What follows belongs to an exercise in optimizing a design on an open flow for small area and a short achievable clock period; a production flow would make more cautious choices. Function was checked by simulation only, so behaviour that the tests miss may differ from the original. No activity file was given, so power comes from the tool's default toggle rates.

`flow/config.mk`:
```
export PLATFORM = sky130hd
export DESIGN_NAME = e203_plic
export DESIGN_NICKNAME = e203_plic
export VERILOG_FILES = /design/flow/design.v
export SDC_FILE = /design/flow/constraint.sdc
export NUM_CORES = 8
export LEC_CHECK = 0
export CAP_MARGIN = 20
export CORE_MARGIN = 2
export CORE_UTILIZATION = 40
export SLEW_MARGIN = 20
```
`flow/constraint.sdc`:
```
create_clock -name core_clock -period 8.0 [get_ports {clk}]
set_input_delay 1.6000 -clock core_clock [delete_from_list [all_inputs] [get_ports {clk}]]
set_output_delay 1.6000 -clock core_clock [all_outputs]
set_load 0.01 [all_outputs]
```
`flow/design.v`:
```
module sirv_gnrl_dfflrs # (
  parameter DW = 32
) (
  input               lden, 
  input      [DW-1:0] dnxt,
  output     [DW-1:0] qout,
  input               clk,
  input               rst_n
);
reg [DW-1:0] qout_r;
always @(posedge clk or negedge rst_n)
begin : DFFLRS_PROC
  if (rst_n == 1'b0)
    qout_r <= {DW{1'b1}};
  else if (lden == 1'b1)
    qout_r <= #1 dnxt;
end
assign qout = qout_r;
endmodule
module sirv_gnrl_dfflr # (
  parameter DW = 32
) (
  input               lden, 
  input      [DW-1:0] dnxt,
  output     [DW-1:0] qout,
  input               clk,
  input               rst_n
);
reg [DW-1:0] qout_r;
always @(posedge clk or negedge rst_n)
begin : DFFLR_PROC
  if (rst_n == 1'b0)
    qout_r <= {DW{1'b0}};
  else if (lden == 1'b1)
    qout_r <= #1 dnxt;
end
assign qout = qout_r;
endmodule
module sirv_gnrl_dffl # (
  parameter DW = 32
) (
  input               lden, 
  input      [DW-1:0] dnxt,
  output     [DW-1:0] qout,
  input               clk 
);
reg [DW-1:0] qout_r;
always @(posedge clk)
begin : DFFL_PROC
  if (lden == 1'b1)
    qout_r <= #1 dnxt;
end
assign qout = qout_r;
endmodule
module sirv_gnrl_dffrs # (
  parameter DW = 32
) (
  input      [DW-1:0] dnxt,
  output     [DW-1:0] qout,
  input               clk,
  input               rst_n
);
reg [DW-1:0] qout_r;
always @(posedge clk or negedge rst_n)
begin : DFFRS_PROC
  if (rst_n == 1'b0)
    qout_r <= {DW{1'b1}};
  else                  
    qout_r <= #1 dnxt;
end
assign qout = qout_r;
endmodule
module sirv_gnrl_dffr # (
  parameter DW = 32
) (
  input      [DW-1:0] dnxt,
  output     [DW-1:0] qout,
  input               clk,
  input               rst_n
);
reg [DW-1:0] qout_r;
always @(posedge clk or negedge rst_n)
begin : DFFR_PROC
  if (rst_n == 1'b0)
    qout_r <= {DW{1'b0}};
  else                  
    qout_r <= #1 dnxt;
end
assign qout = qout_r;
endmodule
module sirv_gnrl_ltch # (
  parameter DW = 32
) (
  input               lden, 
  input      [DW-1:0] dnxt,
  output     [DW-1:0] qout
);
reg [DW-1:0] qout_r;
always @ * 
begin : LTCH_PROC
  if (lden == 1'b1)
    qout_r <= dnxt;
end
assign qout = qout_r;
endmodule
module sirv_gnrl_pipe_stage # (
  parameter CUT_READY = 0,
  parameter DP = 1,
  parameter DW = 32
) (
  input           i_vld, 
  output          i_rdy, 
  input  [DW-1:0] i_dat,
  output          o_vld, 
  input           o_rdy, 
  output [DW-1:0] o_dat,
  input           clk,
  input           rst_n
);
  genvar i;
  generate  
  if(DP == 0) begin: dp_eq_0 
      assign o_vld = i_vld;
      assign i_rdy = o_rdy;
      assign o_dat = i_dat;
  end 
  else begin: dp_gt_0 
      wire vld_set;
      wire vld_clr;
      wire vld_ena;
      wire vld_r;
      wire vld_nxt;
      assign vld_set = i_vld & i_rdy;
      assign vld_clr = o_vld & o_rdy;
      assign vld_ena = vld_set | vld_clr;
      assign vld_nxt = vld_set | (~vld_clr);
      sirv_gnrl_dfflr #(1) vld_dfflr (vld_ena, vld_nxt, vld_r, clk, rst_n);
      assign o_vld = vld_r;
      sirv_gnrl_dffl #(DW) dat_dfflr (vld_set, i_dat, o_dat, clk);
      if(CUT_READY == 1) begin:cut_ready 
          assign i_rdy = (~vld_r);
      end 
      else begin:no_cut_ready 
          assign i_rdy = (~vld_r) | vld_clr;
      end 
  end 
  endgenerate 
endmodule 
module sirv_gnrl_sync # (
  parameter DP = 2,
  parameter DW = 32
) (
  input  [DW-1:0] din_a,
  output [DW-1:0] dout,
  input           rst_n, 
  input           clk 
);
  wire [DW-1:0] sync_dat [DP-1:0];
  genvar i;
  generate 
    for(i=0;i<DP;i=i+1) begin:sync_gen
      if(i==0) begin:i_is_0
        sirv_gnrl_dffr #(DW) sync_dffr(din_a,         sync_dat[0], clk, rst_n);
      end
      else begin:i_is_not_0
        sirv_gnrl_dffr #(DW) sync_dffr(sync_dat[i-1], sync_dat[i], clk, rst_n);
      end
    end
  endgenerate
  assign dout = sync_dat[DP-1];
endmodule
module sirv_gnrl_cdc_rx
# (
  parameter DW = 32,
  parameter SYNC_DP = 2
) (
  input  i_vld_a, 
  output i_rdy, 
  input  [DW-1:0] i_dat,
  output o_vld, 
  input  o_rdy, 
  output [DW-1:0] o_dat,
  input  clk,
  input  rst_n 
);
wire i_vld_sync;
sirv_gnrl_sync #(.DP(SYNC_DP), .DW(1)) u_i_vld_sync (
     .clk   (clk),
     .rst_n (rst_n),
     .din_a (i_vld_a),
     .dout  (i_vld_sync)
    );
wire i_vld_sync_r;
sirv_gnrl_dffr #(1) i_vld_sync_dffr(i_vld_sync, i_vld_sync_r, clk, rst_n);
wire i_vld_sync_nedge = (~i_vld_sync) & i_vld_sync_r;
wire buf_rdy;
wire i_rdy_r;
wire i_rdy_set = buf_rdy & i_vld_sync & (~i_rdy_r);
wire i_rdy_clr = i_vld_sync_nedge;
wire i_rdy_ena = i_rdy_set |   i_rdy_clr;
wire i_rdy_nxt = i_rdy_set | (~i_rdy_clr);
sirv_gnrl_dfflr #(1) i_rdy_dfflr(i_rdy_ena, i_rdy_nxt, i_rdy_r, clk, rst_n);
assign i_rdy = i_rdy_r;
wire buf_vld_r;
wire [DW-1:0] buf_dat_r;
wire buf_dat_ena = i_rdy_set;
sirv_gnrl_dfflr #(DW) buf_dat_dfflr(buf_dat_ena, i_dat, buf_dat_r, clk, rst_n);
wire buf_vld_set = buf_dat_ena;
wire buf_vld_clr = o_vld & o_rdy;
wire buf_vld_ena = buf_vld_set | buf_vld_clr;
wire buf_vld_nxt = buf_vld_set | (~buf_vld_clr);
sirv_gnrl_dfflr #(1) buf_vld_dfflr(buf_vld_ena, buf_vld_nxt, buf_vld_r, clk, rst_n);
assign buf_rdy = (~buf_vld_r);
assign o_vld = buf_vld_r;
assign o_dat = buf_dat_r;
endmodule 
module sirv_gnrl_cdc_tx
# (
  parameter DW = 32,
  parameter SYNC_DP = 2
) (
  input  i_vld, 
  output i_rdy, 
  input  [DW-1:0] i_dat,
  output o_vld, 
  input  o_rdy_a, 
  output [DW-1:0] o_dat,
  input  clk,
  input  rst_n 
);
wire o_rdy_sync;
sirv_gnrl_sync #(
    .DP(SYNC_DP), 
    .DW(1)
) u_o_rdy_sync (
         .clk   (clk),
         .rst_n (rst_n),
         .din_a (o_rdy_a),
         .dout  (o_rdy_sync)
        );
wire vld_r;
wire [DW-1:0] dat_r;
wire vld_set = i_vld & i_rdy;
wire vld_clr = o_vld & o_rdy_sync;
wire vld_ena = vld_set | vld_clr;
wire vld_nxt = vld_set | (~vld_clr);
sirv_gnrl_dfflr #(1) vld_dfflr(vld_ena, vld_nxt, vld_r, clk, rst_n);
sirv_gnrl_dfflr #(DW) dat_dfflr(vld_set, i_dat, dat_r, clk, rst_n);
wire o_rdy_sync_r;
sirv_gnrl_dffr #(1) o_rdy_sync_dffr(o_rdy_sync, o_rdy_sync_r, clk, rst_n);
wire o_rdy_nedge = (~o_rdy_sync) & o_rdy_sync_r;
wire nrdy_r;
wire nrdy_set = vld_set;
wire nrdy_clr = o_rdy_nedge;
wire nrdy_ena = nrdy_set | nrdy_clr;
wire nrdy_nxt = nrdy_set | (~nrdy_clr);
sirv_gnrl_dfflr #(1) buf_nrdy_dfflr(nrdy_ena, nrdy_nxt, nrdy_r, clk, rst_n);
assign o_vld = vld_r;
assign o_dat = dat_r;
assign i_rdy = (~nrdy_r) | nrdy_clr;
endmodule 
module sirv_gnrl_bypbuf # (
  parameter DP = 8,
  parameter DW = 32
) (
  input           i_vld,
  output          i_rdy,
  input  [DW-1:0] i_dat,
  output          o_vld,
  input           o_rdy,
  output [DW-1:0] o_dat,
  input           clk,
  input           rst_n
);
  wire          fifo_i_vld;
  wire          fifo_i_rdy;
  wire [DW-1:0] fifo_i_dat;
  wire          fifo_o_vld;
  wire          fifo_o_rdy;
  wire [DW-1:0] fifo_o_dat;
  sirv_gnrl_fifo # (
       .DP(DP),
       .DW(DW),
       .CUT_READY(1) 
  ) u_bypbuf_fifo(
    .i_vld   (fifo_i_vld),
    .i_rdy   (fifo_i_rdy),
    .i_dat   (fifo_i_dat),
    .o_vld   (fifo_o_vld),
    .o_rdy   (fifo_o_rdy),
    .o_dat   (fifo_o_dat),
    .clk     (clk  ),
    .rst_n   (rst_n)
  );
  assign i_rdy = fifo_i_rdy;
  wire byp = i_vld & o_rdy & (~fifo_o_vld);
  assign fifo_o_rdy = o_rdy;
  assign o_vld = fifo_o_vld | i_vld;
  assign o_dat = fifo_o_vld ? fifo_o_dat : i_dat;
  assign fifo_i_dat  = i_dat; 
  assign fifo_i_vld = i_vld & (~byp);
endmodule 
module sirv_gnrl_fifo # (
  parameter CUT_READY = 0,
  parameter MSKO = 0, 
  parameter DP   = 8, 
  parameter DW   = 32 
) (
  input           i_vld, 
  output          i_rdy, 
  input  [DW-1:0] i_dat,
  output          o_vld, 
  input           o_rdy, 
  output [DW-1:0] o_dat,
  input           clk,
  input           rst_n
);
genvar i;
generate  
  if(DP == 0) begin: dp_eq1 
     assign o_vld = i_vld;
     assign i_rdy = o_rdy;
     assign o_dat = i_dat;
  end 
  else begin: dp_gt0 
    wire [DW-1:0] fifo_rf_r [DP-1:0];
    wire [DP-1:0] fifo_rf_en;
    wire wen = i_vld & i_rdy;
    wire ren = o_vld & o_rdy;
    wire [DP-1:0] rptr_vec_nxt; 
    wire [DP-1:0] rptr_vec_r;
    wire [DP-1:0] wptr_vec_nxt; 
    wire [DP-1:0] wptr_vec_r;
    if(DP == 1) begin:rptr_dp_1
      assign rptr_vec_nxt = 1'b1; 
    end
    else begin:rptr_dp_not_1
      assign rptr_vec_nxt = 
          rptr_vec_r[DP-1] ? {{DP-1{1'b0}}, 1'b1} :
                          (rptr_vec_r << 1);
    end
    if(DP == 1) begin:wptr_dp_1
      assign wptr_vec_nxt = 1'b1; 
    end
    else begin:wptr_dp_not_1
      assign wptr_vec_nxt =
          wptr_vec_r[DP-1] ? {{DP-1{1'b0}}, 1'b1} :
                          (wptr_vec_r << 1);
    end
    sirv_gnrl_dfflrs #(1)    rptr_vec_0_dfflrs  (ren, rptr_vec_nxt[0]     , rptr_vec_r[0]     , clk, rst_n);
    sirv_gnrl_dfflrs #(1)    wptr_vec_0_dfflrs  (wen, wptr_vec_nxt[0]     , wptr_vec_r[0]     , clk, rst_n);
    if(DP > 1) begin:dp_gt1
    sirv_gnrl_dfflr  #(DP-1) rptr_vec_31_dfflr  (ren, rptr_vec_nxt[DP-1:1], rptr_vec_r[DP-1:1], clk, rst_n);
    sirv_gnrl_dfflr  #(DP-1) wptr_vec_31_dfflr  (wen, wptr_vec_nxt[DP-1:1], wptr_vec_r[DP-1:1], clk, rst_n);
    end
    wire [DP:0] i_vec;
    wire [DP:0] o_vec;
    wire [DP:0] vec_nxt; 
    wire [DP:0] vec_r;
    wire vec_en = (ren ^ wen );
    assign vec_nxt = wen ? {vec_r[DP-1:0], 1'b1} : (vec_r >> 1);  
    sirv_gnrl_dfflrs #(1)  vec_0_dfflrs     (vec_en, vec_nxt[0]     , vec_r[0]     ,     clk, rst_n);
    sirv_gnrl_dfflr  #(DP) vec_31_dfflr     (vec_en, vec_nxt[DP:1], vec_r[DP:1],     clk, rst_n);
    assign i_vec = {1'b0,vec_r[DP:1]};
    assign o_vec = {1'b0,vec_r[DP:1]};
    if(DP == 1) begin:cut_dp_eq1 
        if(CUT_READY == 1) begin:cut_ready 
          assign i_rdy = (~i_vec[DP-1]);
        end 
        else begin:no_cut_ready 
          assign i_rdy = (~i_vec[DP-1]) | ren;
        end 
    end 
    else begin : no_cut_dp_gt1 
      assign i_rdy = (~i_vec[DP-1]);
    end 
    for (i=0; i<DP; i=i+1) begin:fifo_rf 
      assign fifo_rf_en[i] = wen & wptr_vec_r[i];
      sirv_gnrl_dffl  #(DW) fifo_rf_dffl (fifo_rf_en[i], i_dat, fifo_rf_r[i], clk);
    end 
    integer j;
    reg [DW-1:0] mux_rdat;
    always @*
    begin : rd_port_PROC 
      mux_rdat = {DW{1'b0}};
      for(j=0; j<DP; j=j+1) begin
        mux_rdat = mux_rdat | ({DW{rptr_vec_r[j]}} & fifo_rf_r[j]);
      end
    end 
    if(MSKO == 1) begin:mask_output 
        assign o_dat = {DW{o_vld}} & mux_rdat;
    end 
    else begin:no_mask_output 
        assign o_dat = mux_rdat;
    end 
    assign o_vld = (o_vec[0]);
  end 
endgenerate 
endmodule 
module sirv_LevelGateway(
  input   clock,
  input   reset,
  input   io_interrupt,
  output  io_plic_valid,
  input   io_plic_ready,
  input   io_plic_complete
);
  reg  inFlight;
  reg [31:0] GEN_2;
  wire  T_12;
  wire  GEN_0;
  wire  GEN_1;
  wire  T_16;
  wire  T_17;
  assign io_plic_valid = T_17;
  assign T_12 = io_interrupt & io_plic_ready;
  assign GEN_0 = T_12 ? 1'h1 : inFlight;
  assign GEN_1 = io_plic_complete ? 1'h0 : GEN_0;
  assign T_16 = inFlight == 1'h0;
  assign T_17 = io_interrupt & T_16;
  always @(posedge clock or posedge reset) begin
    if (reset) begin
      inFlight <= 1'h0;
    end else begin
      if (io_plic_complete) begin
        inFlight <= 1'h0;
      end else begin
        if (T_12) begin
          inFlight <= 1'h1;
        end
      end
    end
  end
endmodule
module sirv_plic_man # (
    parameter PLIC_PRIO_WIDTH = 3,
    parameter PLIC_IRQ_NUM = 8, 
    parameter PLIC_IRQ_NUM_LOG2 = 3, 
    parameter PLIC_ICB_RSP_FLOP = 0,  
    parameter PLIC_IRQ_I_FLOP = 0,  
    parameter PLIC_IRQ_O_FLOP = 0   
)(
  input   clk,
  input   rst_n,
  input                      icb_cmd_valid,
  output                     icb_cmd_ready,
  input  [24-1:0]            icb_cmd_addr, 
  input                      icb_cmd_read, 
  input  [32-1:0]            icb_cmd_wdata,
  output                     icb_rsp_valid,
  input                      icb_rsp_ready,
  output [32-1:0]            icb_rsp_rdata,
  input  [PLIC_IRQ_NUM-1:0]      plic_irq_i,
  output plic_irq_o
);
localparam PLIC_PEND_ARRAY = (((PLIC_IRQ_NUM-1)/32) + 1);
 wire icb_cmd_hsked    = icb_cmd_valid & icb_cmd_ready;
 wire icb_cmd_wr_hsked = icb_cmd_hsked & (~icb_cmd_read); 
 wire icb_cmd_rd_hsked = icb_cmd_hsked & icb_cmd_read; 
 wire [PLIC_IRQ_NUM-1:0]  plic_irq_i_r;
 wire [PLIC_IRQ_NUM-1:0]  irq_i_gated_valid;
 wire [PLIC_IRQ_NUM-1:0]  irq_i_gated_ready;
 wire [PLIC_IRQ_NUM-1:0]  irq_i_gated_hsked;
 reg [PLIC_IRQ_NUM-1:0]  icb_claim_irq;
 reg [PLIC_IRQ_NUM-1:0]  icb_complete_irq;
 wire irq_o;
 wire [PLIC_IRQ_NUM_LOG2-1:0] irq_id ;
 wire [PLIC_IRQ_NUM_LOG2-1:0] plic_irq_id ;
 wire [PLIC_PRIO_WIDTH-1:0] plic_irq_prio ;
 wire [PLIC_IRQ_NUM-1:0]  irq_pend_set;
 wire [PLIC_IRQ_NUM-1:0]  irq_pend_clr;
 wire [PLIC_IRQ_NUM-1:0]  irq_pend_ena;
 wire [PLIC_IRQ_NUM-1:0]  irq_pend_nxt;
 wire [PLIC_PEND_ARRAY*32-1:0] irq_pend_r;   
 wire [PLIC_PEND_ARRAY-1:0] icb_cmd_sel_pend;
 wire icb_cmd_sel_clam;
 wire icb_cmd_sel_thod;
 wire irq_thod_ena;
 wire [PLIC_PRIO_WIDTH-1:0] irq_thod_nxt; 
 wire [PLIC_PRIO_WIDTH-1:0] irq_thod_r  ;  
 wire [PLIC_IRQ_NUM-1:0]  icb_cmd_sel_prio;
 wire [PLIC_IRQ_NUM-1:0]  irq_prio_ena;
 wire [PLIC_PRIO_WIDTH-1:0] irq_prio_nxt [PLIC_IRQ_NUM-1:0];
 wire [PLIC_PRIO_WIDTH-1:0] irq_prio_r [PLIC_IRQ_NUM-1:0];   
 wire [PLIC_PRIO_WIDTH-1:0] irq_prio_masked [PLIC_IRQ_NUM-1:0];   
 wire irq_prio_lvl_10_lt [1024-1:0];  
 wire irq_prio_lvl_9_lt  [512-1:0] ;  
 wire irq_prio_lvl_8_lt  [256-1:0] ;  
 wire irq_prio_lvl_7_lt  [128-1:0] ;  
 wire irq_prio_lvl_6_lt  [64-1:0]  ;  
 wire irq_prio_lvl_5_lt  [32-1:0]  ;  
 wire irq_prio_lvl_4_lt  [16-1:0]  ;  
 wire irq_prio_lvl_3_lt  [8-1:0]   ;  
 wire irq_prio_lvl_2_lt  [4-1:0]   ;  
 wire irq_prio_lvl_1_lt  [2-1:0]   ;  
 wire irq_prio_top_lt              ;  
 wire [PLIC_PRIO_WIDTH-1:0] irq_prio_lvl_10 [1024-1:0] ;  
 wire [PLIC_PRIO_WIDTH-1:0] irq_prio_lvl_9  [512-1:0]  ;  
 wire [PLIC_PRIO_WIDTH-1:0] irq_prio_lvl_8  [256-1:0]  ;  
 wire [PLIC_PRIO_WIDTH-1:0] irq_prio_lvl_7  [128-1:0]  ;  
 wire [PLIC_PRIO_WIDTH-1:0] irq_prio_lvl_6  [64-1:0]   ;  
 wire [PLIC_PRIO_WIDTH-1:0] irq_prio_lvl_5  [32-1:0]   ;  
 wire [PLIC_PRIO_WIDTH-1:0] irq_prio_lvl_4  [16-1:0]   ;  
 wire [PLIC_PRIO_WIDTH-1:0] irq_prio_lvl_3  [8-1:0]    ;  
 wire [PLIC_PRIO_WIDTH-1:0] irq_prio_lvl_2  [4-1:0]    ;  
 wire [PLIC_PRIO_WIDTH-1:0] irq_prio_lvl_1  [2-1:0]    ;  
 wire [PLIC_PRIO_WIDTH-1:0] irq_prio_top               ;  
 wire [PLIC_IRQ_NUM_LOG2-1:0] irq_id_lvl_10 [1024-1:0] ;  
 wire [PLIC_IRQ_NUM_LOG2-1:0] irq_id_lvl_9  [512-1:0]  ;  
 wire [PLIC_IRQ_NUM_LOG2-1:0] irq_id_lvl_8  [256-1:0]  ;  
 wire [PLIC_IRQ_NUM_LOG2-1:0] irq_id_lvl_7  [128-1:0]  ;  
 wire [PLIC_IRQ_NUM_LOG2-1:0] irq_id_lvl_6  [64-1:0]   ;  
 wire [PLIC_IRQ_NUM_LOG2-1:0] irq_id_lvl_5  [32-1:0]   ;  
 wire [PLIC_IRQ_NUM_LOG2-1:0] irq_id_lvl_4  [16-1:0]   ;  
 wire [PLIC_IRQ_NUM_LOG2-1:0] irq_id_lvl_3  [8-1:0]    ;  
 wire [PLIC_IRQ_NUM_LOG2-1:0] irq_id_lvl_2  [4-1:0]    ;  
 wire [PLIC_IRQ_NUM_LOG2-1:0] irq_id_lvl_1  [2-1:0]    ;  
 wire [PLIC_IRQ_NUM_LOG2-1:0] irq_id_top               ;  
 wire irq_ip_lvl_10 [1024-1:0] ;  
 wire irq_ip_lvl_9  [512-1:0]  ;  
 wire irq_ip_lvl_8  [256-1:0]  ;  
 wire irq_ip_lvl_7  [128-1:0]  ;  
 wire irq_ip_lvl_6  [64-1:0]   ;  
 wire irq_ip_lvl_5  [32-1:0]   ;  
 wire irq_ip_lvl_4  [16-1:0]   ;  
 wire irq_ip_lvl_3  [8-1:0]    ;  
 wire irq_ip_lvl_2  [4-1:0]    ;  
 wire irq_ip_lvl_1  [2-1:0]    ;  
 wire irq_ip_top               ;  
 wire          icb_cmd_sel_enab [PLIC_PEND_ARRAY-1:0];
 wire          irq_enab_ena     [PLIC_PEND_ARRAY-1:0];
 wire [32-1:0] irq_enab_nxt     [PLIC_PEND_ARRAY-1:0];
 wire [32-1:0] irq_enab_r       [PLIC_PEND_ARRAY-1:0];
 wire plic_irq_o_pre;
 genvar i;
 integer ii;
 generate 
   if(PLIC_IRQ_I_FLOP == 1) begin: flop_i_irq
      sirv_gnrl_dffr #(PLIC_IRQ_NUM) plic_irq_i_dffr(plic_irq_i , plic_irq_i_r, clk, rst_n);
   end
   else begin: no_flop_i_irq
      assign plic_irq_i_r = plic_irq_i;
   end
   if(PLIC_IRQ_O_FLOP == 1) begin: flop_o_irq
        sirv_gnrl_dffr #(1) plic_irq_o_dffr(irq_o , plic_irq_o_pre, clk, rst_n);
        sirv_gnrl_dffr #(PLIC_IRQ_NUM_LOG2) plic_irq_id_dffr(irq_id , plic_irq_id, clk, rst_n);
        sirv_gnrl_dffr #(PLIC_PRIO_WIDTH) plic_irq_prio_dffr(irq_prio_top , plic_irq_prio, clk, rst_n);
   end
   else begin: no_flop_o_irq
        assign plic_irq_o_pre  = irq_o ;
        assign plic_irq_id = irq_id;
        assign plic_irq_prio = irq_prio_top;
   end
     assign plic_irq_o = plic_irq_o_pre; 
     assign irq_i_gated_hsked[0] = 1'b0;
     assign irq_i_gated_valid[0] = 1'b0;
     assign irq_i_gated_ready[0] = 1'b0;
     assign irq_pend_set[0] = 1'b0;
     assign irq_pend_clr[0] = 1'b0;
     assign irq_pend_ena[0] = 1'b0;
     assign irq_pend_nxt[0] = 1'b0;
     assign irq_pend_r  [0] = 1'b0;
     assign irq_prio_ena[0] = 1'b0;
     assign irq_prio_nxt[0] = {PLIC_PRIO_WIDTH{1'b0}};
     assign irq_prio_r[0]   = {PLIC_PRIO_WIDTH{1'b0}};
     assign irq_prio_masked[0] = {PLIC_PRIO_WIDTH{1'b0}};
   for(i=1; i<PLIC_IRQ_NUM;i=i+1) begin: source_gen 
     sirv_LevelGateway u_LevelGateway_1_1 (
       .clock           (clk   ),
       .reset           (~rst_n),
       .io_interrupt    (plic_irq_i_r[i]),
       .io_plic_valid   (irq_i_gated_valid[i]),
       .io_plic_ready   (irq_i_gated_ready[i]),
       .io_plic_complete(icb_complete_irq[i])
     );
     assign irq_i_gated_hsked[i] = irq_i_gated_valid[i] & irq_i_gated_ready[i];
     assign irq_i_gated_ready[i] = (~irq_pend_r[i]);
     assign irq_pend_set[i] = irq_i_gated_hsked[i];
     assign irq_pend_clr[i] = icb_claim_irq[i];
     assign irq_pend_ena[i] = (irq_pend_set[i] | irq_pend_clr[i]);
     assign irq_pend_nxt[i] = (irq_pend_set[i] | (~irq_pend_clr[i]));
     sirv_gnrl_dfflr #(1) irq_pend_dfflr(irq_pend_ena[i] , irq_pend_nxt[i], irq_pend_r[i], clk, rst_n);
     assign irq_prio_ena[i] = icb_cmd_wr_hsked & icb_cmd_sel_prio[i];
     assign irq_prio_nxt[i] = icb_cmd_wdata[PLIC_PRIO_WIDTH-1:0];
     sirv_gnrl_dfflr #(PLIC_PRIO_WIDTH) irq_prio_dfflr(irq_prio_ena[i] , irq_prio_nxt[i], irq_prio_r[i], clk, rst_n);
     assign irq_prio_masked[i] = irq_prio_r[i] & {PLIC_PRIO_WIDTH{irq_pend_r[i]}};
   end 
   for(i=PLIC_IRQ_NUM; i<(PLIC_PEND_ARRAY*32);i=i+1) begin: pend_gen 
       assign irq_pend_r[i] = 1'b0;
   end 
   for(i=0; i<(PLIC_PEND_ARRAY);i=i+1) begin: enab_r_i 
     assign irq_enab_ena[i] = icb_cmd_sel_enab[i] & icb_cmd_wr_hsked;
     sirv_gnrl_dfflr #(32) irq_enab_dfflr(irq_enab_ena[i], irq_enab_nxt[i], irq_enab_r[i], clk, rst_n);
     if(i == 0)begin: i0_ena
       assign irq_enab_nxt[i] = {icb_cmd_wdata[31:1],1'b0}; 
     end
     else if((PLIC_PEND_ARRAY-1) == i) begin:last_one
         if((PLIC_IRQ_NUM%32) == 0) begin:irq_num_div_32
           assign irq_enab_nxt[i] = icb_cmd_wdata[31:0];
         end
         else begin:irq_num_not_div_32
           assign irq_enab_nxt[i] = icb_cmd_wdata[(PLIC_IRQ_NUM%32)-1:0];
         end
     end
     else begin:no_last_one
       assign irq_enab_nxt[i] = icb_cmd_wdata[31:0];
     end
   end 
   assign irq_thod_ena = icb_cmd_wr_hsked & icb_cmd_sel_thod;
   assign irq_thod_nxt = icb_cmd_wdata[PLIC_PRIO_WIDTH-1:0];
   sirv_gnrl_dfflr #(PLIC_PRIO_WIDTH) irq_thod_dfflr(irq_thod_ena , irq_thod_nxt, irq_thod_r, clk, rst_n);
         assign irq_prio_lvl_10[0] = {PLIC_PRIO_WIDTH{1'b0}};  
         assign irq_id_lvl_10  [0] = {PLIC_IRQ_NUM_LOG2{1'b0}};
         assign irq_ip_lvl_10  [0] = 1'b0;
     for(i=1; i<PLIC_IRQ_NUM;i=i+1) begin: tie_input 
         assign irq_prio_lvl_10[i] = irq_prio_masked[i] & {PLIC_PRIO_WIDTH{irq_enab_r[i/32][i%32]}};
         assign irq_id_lvl_10  [i] = i[PLIC_IRQ_NUM_LOG2-1:0];
         assign irq_ip_lvl_10  [i] = irq_pend_r[i] & irq_enab_r[i/32][i%32];
     end 
     for(i=PLIC_IRQ_NUM; i<1024;i=i+1) begin: tie_unused_tozero 
         assign irq_prio_lvl_10[i] = {PLIC_PRIO_WIDTH{1'b0}};  
         assign irq_id_lvl_10  [i] = i[PLIC_IRQ_NUM_LOG2-1:0];
         assign irq_ip_lvl_10  [i] = 1'b0;
     end 
     for(i=0; i<512;i=i+1) begin: lvl_9_comp_gen 
         assign irq_prio_lvl_9_lt[i] = (irq_prio_lvl_10[2*i] < irq_prio_lvl_10[(2*i)+1]); 
         assign irq_prio_lvl_9[i] = irq_prio_lvl_9_lt[i] ? irq_prio_lvl_10[(2*i)+1] : irq_prio_lvl_10[2*i];
         assign irq_id_lvl_9  [i] = irq_prio_lvl_9_lt[i] ? irq_id_lvl_10  [(2*i)+1] : irq_id_lvl_10  [2*i];
         assign irq_ip_lvl_9  [i] = irq_prio_lvl_9_lt[i] ? irq_ip_lvl_10  [(2*i)+1] : irq_ip_lvl_10  [2*i];
     end 
     for(i=0; i<256;i=i+1) begin: lvl_8_comp_gen 
         assign irq_prio_lvl_8_lt[i] = (irq_prio_lvl_9[2*i] < irq_prio_lvl_9[(2*i)+1]); 
         assign irq_prio_lvl_8[i] = irq_prio_lvl_8_lt[i] ? irq_prio_lvl_9[(2*i)+1] : irq_prio_lvl_9[2*i];
         assign irq_id_lvl_8  [i] = irq_prio_lvl_8_lt[i] ? irq_id_lvl_9  [(2*i)+1] : irq_id_lvl_9  [2*i];
         assign irq_ip_lvl_8  [i] = irq_prio_lvl_8_lt[i] ? irq_ip_lvl_9  [(2*i)+1] : irq_ip_lvl_9  [2*i];
     end 
     for(i=0; i<128;i=i+1) begin: lvl_7_comp_gen 
         assign irq_prio_lvl_7_lt[i] = (irq_prio_lvl_8[2*i] < irq_prio_lvl_8[(2*i)+1]); 
         assign irq_prio_lvl_7[i] = irq_prio_lvl_7_lt[i] ? irq_prio_lvl_8[(2*i)+1] : irq_prio_lvl_8[2*i];
         assign irq_id_lvl_7  [i] = irq_prio_lvl_7_lt[i] ? irq_id_lvl_8  [(2*i)+1] : irq_id_lvl_8  [2*i];
         assign irq_ip_lvl_7  [i] = irq_prio_lvl_7_lt[i] ? irq_ip_lvl_8  [(2*i)+1] : irq_ip_lvl_8  [2*i];
     end 
     for(i=0; i<64;i=i+1) begin: lvl_6_comp_gen 
         assign irq_prio_lvl_6_lt[i] = (irq_prio_lvl_7[2*i] < irq_prio_lvl_7[(2*i)+1]); 
         assign irq_prio_lvl_6[i] = irq_prio_lvl_6_lt[i] ? irq_prio_lvl_7[(2*i)+1] : irq_prio_lvl_7[2*i];
         assign irq_id_lvl_6  [i] = irq_prio_lvl_6_lt[i] ? irq_id_lvl_7  [(2*i)+1] : irq_id_lvl_7  [2*i];
         assign irq_ip_lvl_6  [i] = irq_prio_lvl_6_lt[i] ? irq_ip_lvl_7  [(2*i)+1] : irq_ip_lvl_7  [2*i];
     end 
     for(i=0; i<32;i=i+1) begin: lvl_5_comp_gen 
         assign irq_prio_lvl_5_lt[i] = (irq_prio_lvl_6[2*i] < irq_prio_lvl_6[(2*i)+1]); 
         assign irq_prio_lvl_5[i] = irq_prio_lvl_5_lt[i] ? irq_prio_lvl_6[(2*i)+1] : irq_prio_lvl_6[2*i];
         assign irq_id_lvl_5  [i] = irq_prio_lvl_5_lt[i] ? irq_id_lvl_6  [(2*i)+1] : irq_id_lvl_6  [2*i];
         assign irq_ip_lvl_5  [i] = irq_prio_lvl_5_lt[i] ? irq_ip_lvl_6  [(2*i)+1] : irq_ip_lvl_6  [2*i];
     end 
     for(i=0; i<16;i=i+1) begin: lvl_4_comp_gen 
         assign irq_prio_lvl_4_lt[i] = (irq_prio_lvl_5[2*i] < irq_prio_lvl_5[(2*i)+1]); 
         assign irq_prio_lvl_4[i] = irq_prio_lvl_4_lt[i] ? irq_prio_lvl_5[(2*i)+1] : irq_prio_lvl_5[2*i];
         assign irq_id_lvl_4  [i] = irq_prio_lvl_4_lt[i] ? irq_id_lvl_5  [(2*i)+1] : irq_id_lvl_5  [2*i];
         assign irq_ip_lvl_4  [i] = irq_prio_lvl_4_lt[i] ? irq_ip_lvl_5  [(2*i)+1] : irq_ip_lvl_5  [2*i];
     end 
     for(i=0; i<8;i=i+1) begin: lvl_3_comp_gen 
         assign irq_prio_lvl_3_lt[i] = (irq_prio_lvl_4[2*i] < irq_prio_lvl_4[(2*i)+1]); 
         assign irq_prio_lvl_3[i] = irq_prio_lvl_3_lt[i] ? irq_prio_lvl_4[(2*i)+1] : irq_prio_lvl_4[2*i];
         assign irq_id_lvl_3  [i] = irq_prio_lvl_3_lt[i] ? irq_id_lvl_4  [(2*i)+1] : irq_id_lvl_4  [2*i];
         assign irq_ip_lvl_3  [i] = irq_prio_lvl_3_lt[i] ? irq_ip_lvl_4  [(2*i)+1] : irq_ip_lvl_4  [2*i];
     end 
     for(i=0; i<4;i=i+1) begin: lvl_2_comp_gen 
         assign irq_prio_lvl_2_lt[i] = (irq_prio_lvl_3[2*i] < irq_prio_lvl_3[(2*i)+1]); 
         assign irq_prio_lvl_2[i] = irq_prio_lvl_2_lt[i] ? irq_prio_lvl_3[(2*i)+1] : irq_prio_lvl_3[2*i];
         assign irq_id_lvl_2  [i] = irq_prio_lvl_2_lt[i] ? irq_id_lvl_3  [(2*i)+1] : irq_id_lvl_3  [2*i];
         assign irq_ip_lvl_2  [i] = irq_prio_lvl_2_lt[i] ? irq_ip_lvl_3  [(2*i)+1] : irq_ip_lvl_3  [2*i];
     end 
     for(i=0; i<2;i=i+1) begin: lvl_1_comp_gen 
         assign irq_prio_lvl_1_lt[i] = (irq_prio_lvl_2[2*i] < irq_prio_lvl_2[(2*i)+1]); 
         assign irq_prio_lvl_1[i] = irq_prio_lvl_1_lt[i] ? irq_prio_lvl_2[(2*i)+1] : irq_prio_lvl_2[2*i];
         assign irq_id_lvl_1  [i] = irq_prio_lvl_1_lt[i] ? irq_id_lvl_2  [(2*i)+1] : irq_id_lvl_2  [2*i];
         assign irq_ip_lvl_1  [i] = irq_prio_lvl_1_lt[i] ? irq_ip_lvl_2  [(2*i)+1] : irq_ip_lvl_2  [2*i];
     end 
     assign irq_prio_top_lt = (irq_prio_lvl_1[0] < irq_prio_lvl_1[1]); 
     assign irq_prio_top    = irq_prio_top_lt ? irq_prio_lvl_1[1] : irq_prio_lvl_1[0];
     assign irq_id_top      = irq_prio_top_lt ? irq_id_lvl_1  [1] : irq_id_lvl_1  [0];
     assign irq_ip_top      = irq_prio_top_lt ? irq_ip_lvl_1  [1] : irq_ip_lvl_1  [0];
     assign irq_o           = irq_ip_top & (irq_prio_top > irq_thod_r);
     assign irq_id          = irq_id_top;
 endgenerate
 generate 
   for(i=0; i<PLIC_IRQ_NUM;i=i+1) begin: sel_prio 
     assign icb_cmd_sel_prio[i] = (icb_cmd_addr == ($unsigned(i) * 4)); 
   end 
   for(i=0; i<(PLIC_PEND_ARRAY);i=i+1) begin: sel_pend 
     assign icb_cmd_sel_pend[i] = (icb_cmd_addr == (($unsigned(i) * 4) + 24'h1000)); 
   end 
     for(i=0; i<(PLIC_PEND_ARRAY);i=i+1) begin: sel_enab_i 
       assign icb_cmd_sel_enab[i] = (icb_cmd_addr == (($unsigned(i) * 4) + 24'h2000)); 
     end 
       assign icb_cmd_sel_thod = (icb_cmd_addr ==  (24'h20_0000)); 
       assign icb_cmd_sel_clam = (icb_cmd_addr ==  (24'h20_0004)); 
 endgenerate
   reg [32-1:0] rsp_rdata_prio;
   reg [32-1:0] rsp_rdata_pend;
   reg [32-1:0] rsp_rdata_targ;
   always @* begin:rdat_prio_mux 
       rsp_rdata_prio = 32'b0;
       for(ii=0; ii<PLIC_IRQ_NUM;ii=ii+1) begin: sel_prio 
         rsp_rdata_prio = rsp_rdata_prio | ({32{icb_cmd_sel_prio[ii]}} & irq_prio_r[ii] );
       end 
   end 
   always @* begin:rdat_pend_mux 
       rsp_rdata_pend = 32'b0;
       for(ii=0; ii<(PLIC_PEND_ARRAY);ii=ii+1) begin: sel_pend 
         rsp_rdata_pend = rsp_rdata_pend | ({32{icb_cmd_sel_pend[ii]}} &  
                             {
                                irq_pend_r[ii*32+31], irq_pend_r[ii*32+30], irq_pend_r[ii*32+29], irq_pend_r[ii*32+28], 
                                irq_pend_r[ii*32+27], irq_pend_r[ii*32+26], irq_pend_r[ii*32+25], irq_pend_r[ii*32+24], 
                                irq_pend_r[ii*32+23], irq_pend_r[ii*32+22], irq_pend_r[ii*32+21], irq_pend_r[ii*32+20], 
                                irq_pend_r[ii*32+19], irq_pend_r[ii*32+18], irq_pend_r[ii*32+17], irq_pend_r[ii*32+16], 
                                irq_pend_r[ii*32+15], irq_pend_r[ii*32+14], irq_pend_r[ii*32+13], irq_pend_r[ii*32+12], 
                                irq_pend_r[ii*32+11], irq_pend_r[ii*32+10], irq_pend_r[ii*32+09], irq_pend_r[ii*32+08], 
                                irq_pend_r[ii*32+07], irq_pend_r[ii*32+06], irq_pend_r[ii*32+05], irq_pend_r[ii*32+04], 
                                irq_pend_r[ii*32+03], irq_pend_r[ii*32+02], irq_pend_r[ii*32+01], irq_pend_r[ii*32+00]  
                             });
       end 
   end 
   always @* begin:rdat_targ_mux 
       rsp_rdata_targ = 32'b0;
       rsp_rdata_targ = rsp_rdata_targ | ({32{icb_cmd_sel_thod}} & irq_thod_r ); 
       rsp_rdata_targ = rsp_rdata_targ | ({32{icb_cmd_sel_clam}} & plic_irq_id);
       for(ii=0; ii<(PLIC_PEND_ARRAY);ii=ii+1) begin: sel_enab_i 
           rsp_rdata_targ = rsp_rdata_targ | ({32{icb_cmd_sel_enab[ii]}} & irq_enab_r[ii]);
       end 
   end 
   wire [32-1:0] rsp_rdata = rsp_rdata_prio | rsp_rdata_pend | rsp_rdata_targ;
   generate 
     if(PLIC_ICB_RSP_FLOP == 1) begin: flop_icb_rsp
     sirv_gnrl_pipe_stage # (
      .CUT_READY(1),
      .DP(1),
      .DW(32)
     ) u_buf_icb_rsp_buf(
       .i_vld(icb_cmd_valid), 
       .i_rdy(icb_cmd_ready), 
       .i_dat(rsp_rdata),
       .o_vld(icb_rsp_valid), 
       .o_rdy(icb_rsp_ready), 
       .o_dat(icb_rsp_rdata),
       .clk  (clk  ),
       .rst_n(rst_n)  
      );
     end
     else begin: no_flop_icb_rsp
       assign icb_rsp_valid = icb_cmd_valid;
       assign icb_cmd_ready = icb_rsp_ready;
       assign icb_rsp_rdata = rsp_rdata;
     end
   endgenerate
   generate 
   for(i=0; i<PLIC_IRQ_NUM;i=i+1) begin: claim_complete_gen 
     always @* begin:claim_complete 
         icb_claim_irq   [i] = 1'b0;
         icb_complete_irq[i] = 1'b0;
         icb_claim_irq   [i] = icb_claim_irq[i] | ((rsp_rdata == i) & icb_cmd_sel_clam & icb_cmd_rd_hsked);
         icb_complete_irq[i] = icb_complete_irq[i] | ((icb_cmd_wdata[PLIC_IRQ_NUM_LOG2-1:0] == i) & icb_cmd_sel_clam & icb_cmd_wr_hsked);
     end 
   end 
   endgenerate
endmodule
module e203_plic (
  input          clk,
  input          rst_n,
  input          icb_cmd_valid,
  output         icb_cmd_ready,
  input  [23:0]  icb_cmd_addr,
  input          icb_cmd_read,
  input  [31:0]  icb_cmd_wdata,
  output         icb_rsp_valid,
  input          icb_rsp_ready,
  output [31:0]  icb_rsp_rdata,
  input  [51:0]  irq_i,
  output         irq_o
);
  sirv_plic_man #(
    .PLIC_PRIO_WIDTH   (3),
    .PLIC_IRQ_NUM      (53),
    .PLIC_IRQ_NUM_LOG2 (6),
    .PLIC_ICB_RSP_FLOP (1),
    .PLIC_IRQ_I_FLOP   (1),
    .PLIC_IRQ_O_FLOP   (1)
  ) u_sirv_plic_man (
    .clk           (clk),
    .rst_n         (rst_n),
    .icb_cmd_valid (icb_cmd_valid),
    .icb_cmd_ready (icb_cmd_ready),
    .icb_cmd_addr  (icb_cmd_addr),
    .icb_cmd_read  (icb_cmd_read),
    .icb_cmd_wdata (icb_cmd_wdata),
    .icb_rsp_valid (icb_rsp_valid),
    .icb_rsp_ready (icb_rsp_ready),
    .icb_rsp_rdata (icb_rsp_rdata),
    .plic_irq_i    ({irq_i, 1'b0}),
    .plic_irq_o    (irq_o)
  );
endmodule
```
`flow/run.sh`:
```
#!/bin/bash
# synth_recipe.tcl (not shown) runs the flow's synth.tcl, then flattens the netlist and writes it again
# the make line also repeats each setting of config.mk as NAME=value (left out here)
make -C /OpenROAD-flow-scripts/flow DESIGN_CONFIG=/design/flow/config.mk WORK_HOME=/design/flow/orfs CLKGATE_MAP_FILE= SYNTH_SCRIPT=/design/flow/synth_recipe.tcl finish
```
==> results.toml <==
[global_routing]
grt_max_degree = 166
grt_pass1_wl_um = 148000
globalRouteTotalUtil = 0.306
grt_pass1_vias = 21800
overflow = 0
grt_antenna_before_repair = 2

[outcome]
status = "timing/DRC/antenna clean"

[cts]
path_clk_slew_ns = 0.06
cts-root-buf = "clkbuf_16"
cts_sinks = 407
cts_tree = "built"
cts_buffer_depth = 3
cts_made_buffers = 48
htreeDepth = 2
insertion_delay_ns = 0.62
postCtsHoldBufs = 0

[cells_and_area]
final_util = 0.477
multi_input_area_mm2 = 0.0136
final_cell_count_no_fill = 3670
num-fill-cells = 5834
num-nets-final = 3053
regArea_mm2 = 0.0104
final_area_mm2 = 0.0299
area_growth_pct = 18.4
drive_gt1_frac = 0.193

[timing]
period_needed_ns = 7.60
slew_viol_final = 0
finalCritPeriodShare = 0.950
slew_headroom = 0.173
timing.fmax_mhz = 132
setup_viol = 0
fin_worst_skew_ns = 0.0333
finalHoldViolCount = 0
tightest_slew_ns = 1.24

[floorplanning]
initial_core_util = 0.403
die_w_um = 255
core_mm2 = 0.0627
die_area_mm2 = 0.0652
pin_count = 148
die_y_um = 255
row_count = 92

[yosys]
synthTopCellsByArea = "dfrtp_1 37%, mux2_2 10%, ha_1 7.7%, a21oi_1 4.3%, mux2i_1 4.2%"
synthFlopType = "dfrtp_1"
avgSynthCellArea_um2 = 9.71
synth_warnings = 10
synth_fp_nets = 2870
yosysTopAreaCell = "dfrtp_1"
post_synth_inst_count = 2602
synth.top_cell.area_share = 0.371
async_flop_share = 0.921
synth_edf_count = 32
ys_ff_latch = 407
ys_seq_area_frac = 0.410
synth_cell_types = 89
syn_area_mm2 = 0.0253

[power]
total_power_uw = 4590
p_per_area_mw_per_mm2 = 153
p_clk_frac = 0.487
ir_drop_mv = 0.153
internal_power_uw = 3490
leakage_uw = 0.0141
switching_share = 0.239
p_seq_frac = 0.462
combPwrFrac = 0.050
p_switching_uw = 1090

[setup_path]
crit_fanout = 8
worst-r2r-cell-count = 37
critPathRequiredTime_ns = 8.47
rr_endpoint = "u_sirv_plic_man.flop_o_irq.plic_irq_o_dffr.qout_r"
rrSetupSlack_ns = 0.40
setup.worst_path.class = "reg -> reg"
critPathArrivalTime_ns = 8.07
setup.worst_path.end = "u_sirv_plic_man.flop_o_irq.plic_irq_o_dffr.qout_r"
critPathLaunchType = "register"
cp-end-kind = "register"
slowest_stage = "dfrtp_1"
worst_path_most_repeated_cell = "ha_1"
slowest_delay_ns = 0.60

[worst_hold_path]
hold_class = "reg -> reg"

[route]
drc_errors = 0
wl_um = 103000
dr.pass1.iters = 8
dr.first_iter.drc_count = 2297
post_drt_wl_per_cell_um = 28.0
vias = 22400
viasPerCell = 6.11
ant_nets = 0

[placement]
routabilityCongestion = 1.04
hpwlAfterDp_um = 80200
dp_cells = 3563
placed_cell_area_mm2 = 0.0280
numPortBuffers = 147

[job]
cap_violations = 0
-- critical path, delay by kind of cell (launching register included) --
kind                     cells  cell delay, ns
AO/OA/AOI/OAI               14            2.57
adder cells (fa/ha/maj)      7            1.72
multiplexers                 5            1.31
AND/OR/NAND/NOR              6            0.75
flip-flops                   1            0.60
buffers and inverters        5            0.47
-- layout make-up --
cell class / count / share of cell area
multi-input combinational: 1827 / 0.456
sequential: 407 / 0.347
inverter: 248 / 0.0313
clock buffer: 69 / 0.0472
tap: 846 / 0.0354
clock inverter: 19 / 0.00673
timing repair buffer: 253 / 0.0762
antenna: 1 / 0.0000837
-- logic make-up (layout without fill, tap and decap cells) --
family,Yosys count,count (layout),share of synthesized area
and+or+nand+nor,700,700,0.146
AOI/OAI and AO/OA,633,633,0.164
DFF,407,407,0.410
buffers and inverters,368,589,0.0575
muxes,339,339,0.146
adders and majority gates,155,155,0.0768
other,0,1,0
-- how the worst min path moves through the flow --
stage	startpoint	to	slack [ns]	cells after the start
floorplan	register	register	0.44	1
finish	register	register	0.47	1
global placement	register	register	0.45	1
detailed placement	register	register	0.46	1
global route	register	register	0.48	1
CTS	register	register	0.47	1
-- cells in the mapped netlist (32+ instances only) --
cell type,count
nor2_1,148
a21oi_1,218
mux2i_1,107
edfxtp_1,32
nand2b_1,33
o21ai_0,72
dfrtp_1,375
ha_1,155
and3_1,32
nor3_1,41
a31oi_1,60
clkbuf_1,94
a22oi_1,46
mux2_2,232
nand3_1,173
inv_1,244
nand2_1,116
nor2b_1,36
-- cells in the final DEF (no fill, tap or decap), drive strengths merged, types with 8 or more instances in the layout --
master / n
a21o: 19
a21oi: 218
a221o: 8
a222oi: 17
a22o: 11
a22oi: 46
a31o: 9
a31oi: 60
a32oi: 14
and2: 17
and3: 32
buf: 110
clkbuf: 69
clkdlybuf4s50: 143
clkinv: 13
dfrtp: 375
edfxtp: 32
ha: 155
inv: 251
mux2: 232
mux2i: 107
nand2: 119
nand2b: 33
nand3: 174
nand4: 21
nor2: 148
nor2b: 36
nor3: 52
nor4: 29
o211ai: 15
o21a: 19
o21ai: 76
o21ba: 8
o21bai: 23
o22ai: 15
o31ai: 8
or2: 8
-- flip-flops by register name, summed over array words and instances (netlist names), named ones only --
register / count
u_sirv_plic_man.source_gen.irq_prio_dfflr.qout_r: 156
u_sirv_plic_man.flop_i_irq.plic_irq_i_dffr.qout_r: 52
u_sirv_plic_man.source_gen.u_LevelGateway_1_1.inFlight: 52
u_sirv_plic_man.irq_thod_dfflr.qout_r: 3
u_sirv_plic_man.flop_o_irq.plic_irq_id_dffr.qout_r: 6
u_sirv_plic_man.flop_o_irq.plic_irq_o_dffr.qout_r: 1
u_sirv_plic_man.enab_r_i.irq_enab_dfflr.qout_r: 52
u_sirv_plic_man.source_gen.irq_pend_dfflr.qout_r: 52
-- layer usage --
layer / track usage / vias to the layer above / wire length [um]
met5: 0 / - / 0
met2: 0.480 / 1072 / 45800
met3: 0.0529 / 223 / 8390
li1: - / 9866 / -
met4: 0.133 / 0 / 4860
met1: 0.417 / 11300 / 43700
-- metrics by stage --
stage                     hold WS, ns  setup TNS (ns)  setup slack [ns]
final                           0.472               0             0.398
after global routing            0.484        -0.00163          -0.00163
after CTS                       0.472               0             0.146
after detailed placement        0.464               0             0.185
after global placement          0.453               0             0.506
after floorplan                 0.443               0             0.169
-- power by group through the flow --
stage	registers [uW]	clock network (uW)	logic [uW]
floorplan	2160	0	54.2
global placement	2160	0	229
detailed placement	2160	0	230
CTS	2120	2270	231
global route	2120	2360	245
finish	2120	2240	232
-- repair_timing --
item	4_1_cts	5_1_grt
setup buffers	0	18
resized for setup	0	60
endpoints found under the setup margin	0	1

==> afterwards: timing with drivers on the ports <==
The flow's constraints put no driver on any port. The routed layout listed below was extracted and timed again, unchanged, in two steps. Step 1 sets driving cells, clkbuf_16 on the clock port and buf_2 on the other inputs (assumed; they add their load-dependent delay and slew). Step 2 also shifts input and output timing later by t, the mid clock arrival at the registers, as if the neighbouring blocks saw the same clock. Three values: ideal ports, drivers, drivers and shift; two values: the first two.
t, ns: 0.666
slack for setup (ns): 0.398 / 0.398 / 0.398
worst slew at a driven data input, ns: 0.05
cell pins on the clock port's net: 1
After both steps setup and hold are still met in this run. The setup slack of this run moves by 0.000 ns with the drivers and by 0.000 ns with both steps.
